What follows belongs to an exercise in optimizing a design on an open flow for small area; a production flow would make more cautious choices. Function was checked by simulation only, so behaviour that the tests miss may differ from the original. No driver is modelled on the clock port, so clocking that relies on it looks cheaper here than on a real chip. Power figures rest on the tool's default switching activity, not on a simulated workload.

===== flow/config.mk =====
export PLATFORM = sky130hd
export DESIGN_NAME = ad7606_drive
export DESIGN_NICKNAME = ad7606_drive
export VERILOG_FILES = /design/flow/design.v
export SDC_FILE = /design/flow/constraint.sdc
export NUM_CORES = 4
export LEC_CHECK = 0
export ABC_AREA = 1
export CAP_MARGIN = 20
export CORE_AREA = 2.3 2.72 63.7 63.28
export CTS_BUF_LIST = sky130_fd_sc_hd__clkbuf_4
export DIE_AREA = 0 0 66 66
export SLEW_MARGIN = 20

===== flow/constraint.sdc =====
create_clock -name core_clock -period 20.0 [get_ports {i_clk}]
set_input_delay 4.0000 -clock core_clock [delete_from_list [all_inputs] [get_ports {i_clk}]]
set_output_delay 4.0000 -clock core_clock [all_outputs]
set_load 0.01 [all_outputs]

===== flow/design.v =====
module ad7606_drive#(
    parameter           P_RANGE = 0
)(
    input               i_clk           ,
    input               i_rst           ,
    input               i_user_ctrl     ,
    output [15:0]       o_user_data_1   ,
    output              o_user_valid_1  ,
    output [15:0]       o_user_data_2   ,
    output              o_user_valid_2  ,
    output [15:0]       o_user_data_3   ,
    output              o_user_valid_3  ,
    output [15:0]       o_user_data_4   ,
    output              o_user_valid_4  ,
    output [15:0]       o_user_data_5   ,
    output              o_user_valid_5  ,
    output [15:0]       o_user_data_6   ,
    output              o_user_valid_6  ,
    output [15:0]       o_user_data_7   ,
    output              o_user_valid_7  ,
    output [15:0]       o_user_data_8   ,
    output              o_user_valid_8  ,
    output              o_ad_psb_sel    ,
    output              o_ad_stby       ,
    output              o_ad_convstA    ,
    output              o_ad_convstB    ,
    output              o_ad_reset      ,
    output              o_ad_cs         ,
    output              o_ad_rd         ,
    output [2:0]        o_ad_osc        ,
    output              o_ad_range      ,
    input               i_ad_busy       ,
    input  [15:0]       i_ad_data
);
reg  [6:0]  r_st;
wire [6:0]  w_nst;
reg  [15:0] r_data;
wire        w_convst_n, w_cs_n, w_rd_n;
wire [8:1]  w_valid;
wire        w_hold_i, w_hold_b, w_jmp;
reg ri_ad_busy;
always @(posedge i_clk) ri_ad_busy <= i_ad_busy;
always @(posedge i_clk or posedge i_rst)
begin
    if (i_rst)
        r_st <= 7'd23;
    else
        r_st <= w_nst;
end
always @(posedge i_clk)
    r_data <= i_ad_data;
assign o_ad_reset = ~((~r_st[0] & ~r_st[1]) | (r_st[2]) | (r_st[5]) | (r_st[6]));
assign w_convst_n = (r_st[0] & ~r_st[1] & r_st[2] & ~r_st[5] & ~r_st[6]);
assign w_cs_n = ~((~r_st[5]) | (~r_st[3] & ~r_st[4]) | (~r_st[0] & ~r_st[1] & ~r_st[2] & ~r_st[4]) | (r_st[0] & r_st[3] & r_st[4]) | (r_st[1] & r_st[3] & r_st[4]) | (r_st[2] & r_st[3] & r_st[4]) | (r_st[6]));
assign w_rd_n = ~((~r_st[5]) | (~r_st[3] & ~r_st[4]) | (~r_st[0]) | (r_st[3] & r_st[4]) | (r_st[6]));
assign w_valid[1] = (r_st[0] & r_st[1] & ~r_st[2] & r_st[3] & ~r_st[4] & ~r_st[6]);
assign w_valid[2] = (r_st[0] & ~r_st[1] & r_st[2] & r_st[3] & ~r_st[4] & ~r_st[6]);
assign w_valid[3] = (r_st[0] & r_st[1] & r_st[2] & r_st[3] & ~r_st[4] & ~r_st[6]);
assign w_valid[4] = (r_st[0] & ~r_st[1] & ~r_st[2] & ~r_st[3] & r_st[4] & ~r_st[6]);
assign w_valid[5] = (r_st[0] & r_st[1] & ~r_st[2] & ~r_st[3] & r_st[4] & ~r_st[6]);
assign w_valid[6] = (r_st[0] & ~r_st[1] & r_st[2] & ~r_st[3] & r_st[4] & ~r_st[6]);
assign w_valid[7] = (r_st[0] & r_st[1] & r_st[2] & ~r_st[3] & r_st[4] & r_st[5]);
assign w_valid[8] = (r_st[0] & ~r_st[1] & ~r_st[2] & r_st[3] & r_st[4] & r_st[5]);
assign w_hold_i = (~r_st[3] & ~r_st[5] & ~r_st[6]);
assign w_hold_b = (r_st[0] & r_st[1] & r_st[2] & ~r_st[3] & ~r_st[4] & ~r_st[6]);
assign w_jmp = (r_st[2] & r_st[4] & r_st[5] & r_st[6]);
wire       w_en  = ~(w_hold_i & ~i_user_ctrl) & ~(w_hold_b & ri_ad_busy);
wire [6:0] w_inc = r_st + {6'd0, w_en};
assign w_nst = (w_inc & ~({7{w_jmp}} & 7'd97)) | ({7{w_jmp}} & 7'd8);
assign o_ad_convstA   = ~w_convst_n;
assign o_ad_convstB   = ~w_convst_n;
assign o_ad_cs        = ~w_cs_n;
assign o_ad_rd        = ~w_rd_n;
assign o_user_valid_1 = w_valid[1];
assign o_user_valid_2 = w_valid[2];
assign o_user_valid_3 = w_valid[3];
assign o_user_valid_4 = w_valid[4];
assign o_user_valid_5 = w_valid[5];
assign o_user_valid_6 = w_valid[6];
assign o_user_valid_7 = w_valid[7];
assign o_user_valid_8 = w_valid[8];
assign o_user_data_1  = r_data & {16{w_valid[1]}};
assign o_user_data_2  = r_data & {16{w_valid[2]}};
assign o_user_data_3  = r_data & {16{w_valid[3]}};
assign o_user_data_4  = r_data & {16{w_valid[4]}};
assign o_user_data_5  = r_data & {16{w_valid[5]}};
assign o_user_data_6  = r_data & {16{w_valid[6]}};
assign o_user_data_7  = r_data & {16{w_valid[7]}};
assign o_user_data_8  = r_data & {16{w_valid[8]}};
assign o_ad_psb_sel   = 1'b0;
assign o_ad_stby      = 1'b0;
assign o_ad_osc       = 3'd0;
assign o_ad_range     = P_RANGE;
endmodule

===== flow/flow/run.sh =====
#!/bin/bash
# The standard ORFS layout (standard.sh, standard synthesis unchanged), with
# changes that only affect cell choice and sizes:
#  - ports get the smallest buffer (buf_1) instead of clkdlybuf4s50_1,
#  - every logic cell starts at its smallest size before repair_design
#    (downsize.tcl), which then sizes up what it needs,
#  - power recovery downsizes cells with slack after global routing,
#  - the constant outputs share the one tie cell synthesis made,
#  - clock-tree leaf buffers that drive 9+ flip-flops become clkbuf_8
#    (post_cts.tcl), so flip-flop clock pins keep a fast edge.
set -euo pipefail
HERE=$(pwd)
export BUFFER_PORTS_ARGS="-buffer_cell sky130_fd_sc_hd__buf_1"
export PRE_RESIZE_TCL="$HERE/flow/downsize.tcl"
export RECOVER_POWER=100
export SKIP_REPAIR_TIE_FANOUT=1
export POST_CTS_TCL="$HERE/flow/post_cts.tcl"
bash standard.sh > "$HERE/standard_flow.log" 2>&1

===== flow/flow/downsize.tcl =====
# Set every logic cell to the smallest cell of its own family (same function and
# pins, lower drive); repair_design, which runs next, sizes up whatever then needs it.
set db [ord::get_db]
set smallest [dict create]
foreach lib [$db getLibs] {
  foreach m [$lib getMasters] {
    set n [$m getName]
    if { ![regexp {^sky130_fd_sc_hd__(.+)_(\d+)$} $n -> fam drv] } { continue }
    if { [regexp {^(df|sdf|edf|dl|tap|fill|decap|conb|diode|probe|lpflow|clk)} $fam] } { continue }
    set lc [get_lib_cells -quiet */$n]
    if { $lc == "" || [get_property $lc dont_use] } { continue }
    set a [expr { [$m getWidth] * [$m getHeight] }]
    if { ![dict exists $smallest $fam] || $a < [lindex [dict get $smallest $fam] 1] } {
      dict set smallest $fam [list $n $a]
    }
  }
}
set count 0
foreach inst [[ord::get_db_block] getInsts] {
  set n [[$inst getMaster] getName]
  if { ![regexp {^sky130_fd_sc_hd__(.+)_(\d+)$} $n -> fam drv] } { continue }
  if { ![dict exists $smallest $fam] } { continue }
  set target [lindex [dict get $smallest $fam] 0]
  if { $target == $n } { continue }
  if { [$inst isFixed] || [$inst getPlacementStatus] == "FIRM" } { continue }
  replace_cell [get_cells [$inst getName]] [get_lib_cells */$target]
  incr count
}
puts "downsize: resized $count instances"

===== flow/flow/post_cts.tcl =====
# Clock-tree leaf buffers that drive many flip-flops get a stronger cell, so
# every flip-flop clock pin keeps a sharp edge; the tree's shape is unchanged.
set count 0
foreach inst [[ord::get_db_block] getInsts] {
  if { [[$inst getMaster] getName] != "sky130_fd_sc_hd__clkbuf_4" } { continue }
  set sinks 0
  foreach it [$inst getITerms] {
    if { ![$it isOutputSignal] } { continue }
    set net [$it getNet]
    if { $net == "NULL" } { continue }
    foreach load [$net getITerms] {
      if { [string match "sky130_fd_sc_hd__df*" [[[$load getInst] getMaster] getName]] } { incr sinks }
    }
  }
  if { $sinks >= 9 } {
    replace_cell [get_cells [$inst getName]] [get_lib_cells */sky130_fd_sc_hd__clkbuf_8]
    incr count
  }
}
puts "post_cts: upsized $count clock leaf buffers"
if { $count > 0 } {
  detailed_placement
  check_placement -verbose
  estimate_parasitics -placement
}

===== flow/standard.sh =====
#!/bin/bash
# synth_recipe.tcl (not shown) runs the flow's synth.tcl, then flattens the netlist and writes it again
# the make line also repeats each setting of config.mk as NAME=value (left out here)
make -C /OpenROAD-flow-scripts/flow DESIGN_CONFIG=/design/flow/config.mk WORK_HOME=/design/flow/orfs CLKGATE_MAP_FILE= SYNTH_SCRIPT=/design/flow/synth_recipe.tcl "${@:-finish}"

==> results.sh <==
export IMPL_synth_area_per_cell_um2=6.14
export IMPL_syn_inst=255
export IMPL_grt_use_met3_pct=4.43
export IMPL_drv_slew=0
export IMPL_crit_family="simple AND/OR/NAND/NOR gates"
export IMPL_mostFrequentLayoutCells="buf_1, nor2_1, inv_1"
export IMPL_drv_cap=0
export IMPL_skew_ns=0.0106
export IMPL_rsz0062_at_grt="false"
export IMPL_ys_seq_area_share_pct=33.2
export IMPL_cts_sinks=24
export IMPL_worst_ep_required_time_ns=16.00
export IMPL_rows=22
export IMPL_vias=2029
export IMPL_diodes=0
export IMPL_drt_antenna_violating_nets=0
export IMPL_ir_drop_v=0.0000715
export IMPL_crit_chain="inv_1, nor3_1, nand2_1, nor2_1, buf_1"
export IMPL_grt_total_usage_pct=24.1
export IMPL_fin_crit_sh_pct=31.2
export IMPL_cts_clk_slew_worst_paths_ns=0.08
export IMPL_crit_path_max_incr_delay_ns=0.66
export IMPL_grtUsageMet2_pct=42.3
export IMPL_viasPerCell=4.51
export IMPL_cp_start_kind="register"
export IMPL_gr_usage_met1_pct=29.1
export IMPL_yosysWarnings=1
export IMPL_outcome="complete, no violations"
export IMPL_path_max_fanout=17
export IMPL_worst_path_max_delay_cell="dfstp_1"
export IMPL_wire_per_inst_um=12.4
export IMPL_relSlewSlack_pct=51.2
export IMPL_ios=167
export IMPL_clk_insertion_delay_late_ns=0.29
export IMPL_ys_ff_latch=24
export IMPL_drive_gt1_share_pct=0.995
export IMPL_port_buffers=160
export IMPL_finalCriticalPeriod_ns=6.23
export IMPL_holdCritPathClass="register to register"
export IMPL_power_density_nw_per_um2=91.3
export IMPL_crit_path_end_kind="primary output"
export IMPL_setup_viol_count_final=0
export IMPL_drcViolationCount=0
export IMPL_nFillCells=395
export IMPL_drt_first_iter_violations=129
export IMPL_area_delta_synth_final_pct=33.1
export IMPL_final_common_cell="buf_1"
export IMPL_finalCoreUtilization_pct=57.0
export IMPL_grt_pass1_vias=1581
export IMPL_busiest_layer="met2"
export IMPL_grt_pass1_wl_um=8090
export IMPL_worstSetupPathType="register to primary output"
export IMPL_place_hpwl_um=4260
export IMPL_finalHoldViolCount=0
export IMPL_grt_overflow=0
export IMPL_die_area_um2=4360
export IMPL_die_y_um=66
export IMPL_cp_num_buf_inv=2
export IMPL_netlist_area_um2=1570
export IMPL_fmax_mhz=160
export IMPL_routed_wl_um=5600
export IMPL_worst_pin_slew_ns=0.730
export IMPL_nets=425
export IMPL_grt_max_degree=18
export IMPL_yosysUniqueCellTypes=22
export IMPL_place_congestion=0.858
export IMPL_dr_pass1_iters=5
export IMPL_worst_ep_arrival_time_ns=2.23
export IMPL_initial_core_util_pct=42.8
export IMPL_cts_tree="done"
export IMPL_p_leak_uw=0.00106
export IMPL_setup_tns_final_ns=0
export IMPL_antenna_found_initial=0
export IMPL_die_x_um=66
export IMPL_syn_num_nets=277
export IMPL_core_area_um2=3660
## worst min-delay path: stages, from the launching register on
cell and delay, ns:
dfstp_1 0.43, inv_1 0.11, xor2_1 0.07
## stage by stage
stage	cell area [um2]	instances	hold WS [ns]	total power, uW	worst slack, ns
floorplan	1570	255	0.568	149	14.61
global route	2090	450	0.628	209	13.47
global placement	2100	446	0.566	174	14.46
finish	2090	450	0.612	190	13.77
detailed placement	2040	446	0.550	164	14.17
## synthesized netlist by cell type
master    count  area (um2)
xor2_1        2        17.5
nand3_1       7        35.0
nand2_1       8        30.0
dfstp_2       4         105
nand2_2       6        37.5
o211ai_1      1        7.51
nand3_2       2        20.0
ha_1          2        25.0
buf_6         3        33.8
conb_1        1        3.75
nor3_4        2        32.5
dfrtp_1       3        75.1
nor3_2        2        20.0
o21ai_0       1        5.00
inv_1        37         139
dfxtp_1      17         340
buf_2         5        25.0
buf_4         9        67.6
nor3_1        3        15.0
nor2_1      138         518
nor4_1        1        6.26
o21bai_1      1        7.51
## metal layers
layer / part of all wire (%) / up-vias / wire length, um
met4: 2.1 / 0 / 116
met5: 0 / - / 0
met3: 7.0 / 13 / 394
met1: 40 / 894 / 2220
li1: - / 1030 / -
met2: 51 / 92 / 2870
## final timing paths
kind / depth (start not counted) / slack, ns / from / endpoint
setup reg to reg: 9 / 18.13 / r_st[2] / r_st[6]
hold / removal: 2 / 0.61 / r_st[4] / r_st[4]
min in group asynchronous: 2 / 3.63 / i_rst / r_st[3]
max in group asynchronous: 2 / 16.08 / i_rst / r_st[4]
hold reg to reg: 2 / 0.61 / r_st[4] / r_st[4]
setup / recovery: 5 / 13.77 / r_st[2] / o_user_data_6[9]
## registers in the layout, indices dropped and copies added, names as in the netlist
signal	flops
r_data	16
r_st	7
ri_ad_busy	1
## report_power, final
| part | switching (uW) | total, uW | internal, uW | leakage [uW] |
|---|---|---|---|---|
| sequential | 14.1 | 73.3 | 59.3 | 0.000221 |
| combinational | 62.2 | 89.6 | 27.5 | 0.000811 |
| clock | 14.0 | 27.5 | 13.5 | 0.0000236 |
| total | 90.2 | 190 | 100 | 0.00106 |
## final cells by class
| class | instances | area (um2) | share of cell area (%) |
|---|---|---|---|
| Sequential cell | 24 | 520 | 25.0 |
| Clock buffer | 4 | 42.5 | 2.04 |
| Timing Repair Buffer | 160 | 601 | 28.8 |
| Tap cell | 48 | 60.1 | 2.88 |
| Inverter | 37 | 139 | 6.66 |
| Multi-Input combinational cell | 177 | 723 | 34.7 |
## cells by family (layout without fill, tap and decap cells)
kind of cell,Yosys count,after routing,synth area share [%]
other cells,1,1,0.239
buf+inv,54,201,16.9
simple gates,169,169,45.6
xor+xnor,2,2,1.12
compound gates,3,3,1.28
flops,24,24,33.2
fa+ha+maj,2,2,1.60

## re-timing with driven ports
In the flow no input, the clock included, has a driving cell. The finished layout below was timed again as built, in two steps.
Step 1: set_driving_cell puts a clkbuf_16 on i_clk and a buf_2 on each other input, an assumption about the parent block.
Step 2 adds t to the input delays and takes it off the output delays; t is the mean of the earliest and latest rising clock arrival at the registers after step 1. Input paths then give back, and output paths get back, about the clock's delay inside the block.
Slacks: ideal / step 1 / step 2; pairs: ideal / step 1.
t, ns: 0.306
setup WS [ns]: 13.766 / 13.741 / 14.047
worst setup path after step 2: register to output
After both steps setup and hold are still met in this run. For this run, drivers alone change the setup slack by -0.025 ns; drivers and shift together by +0.281 ns.
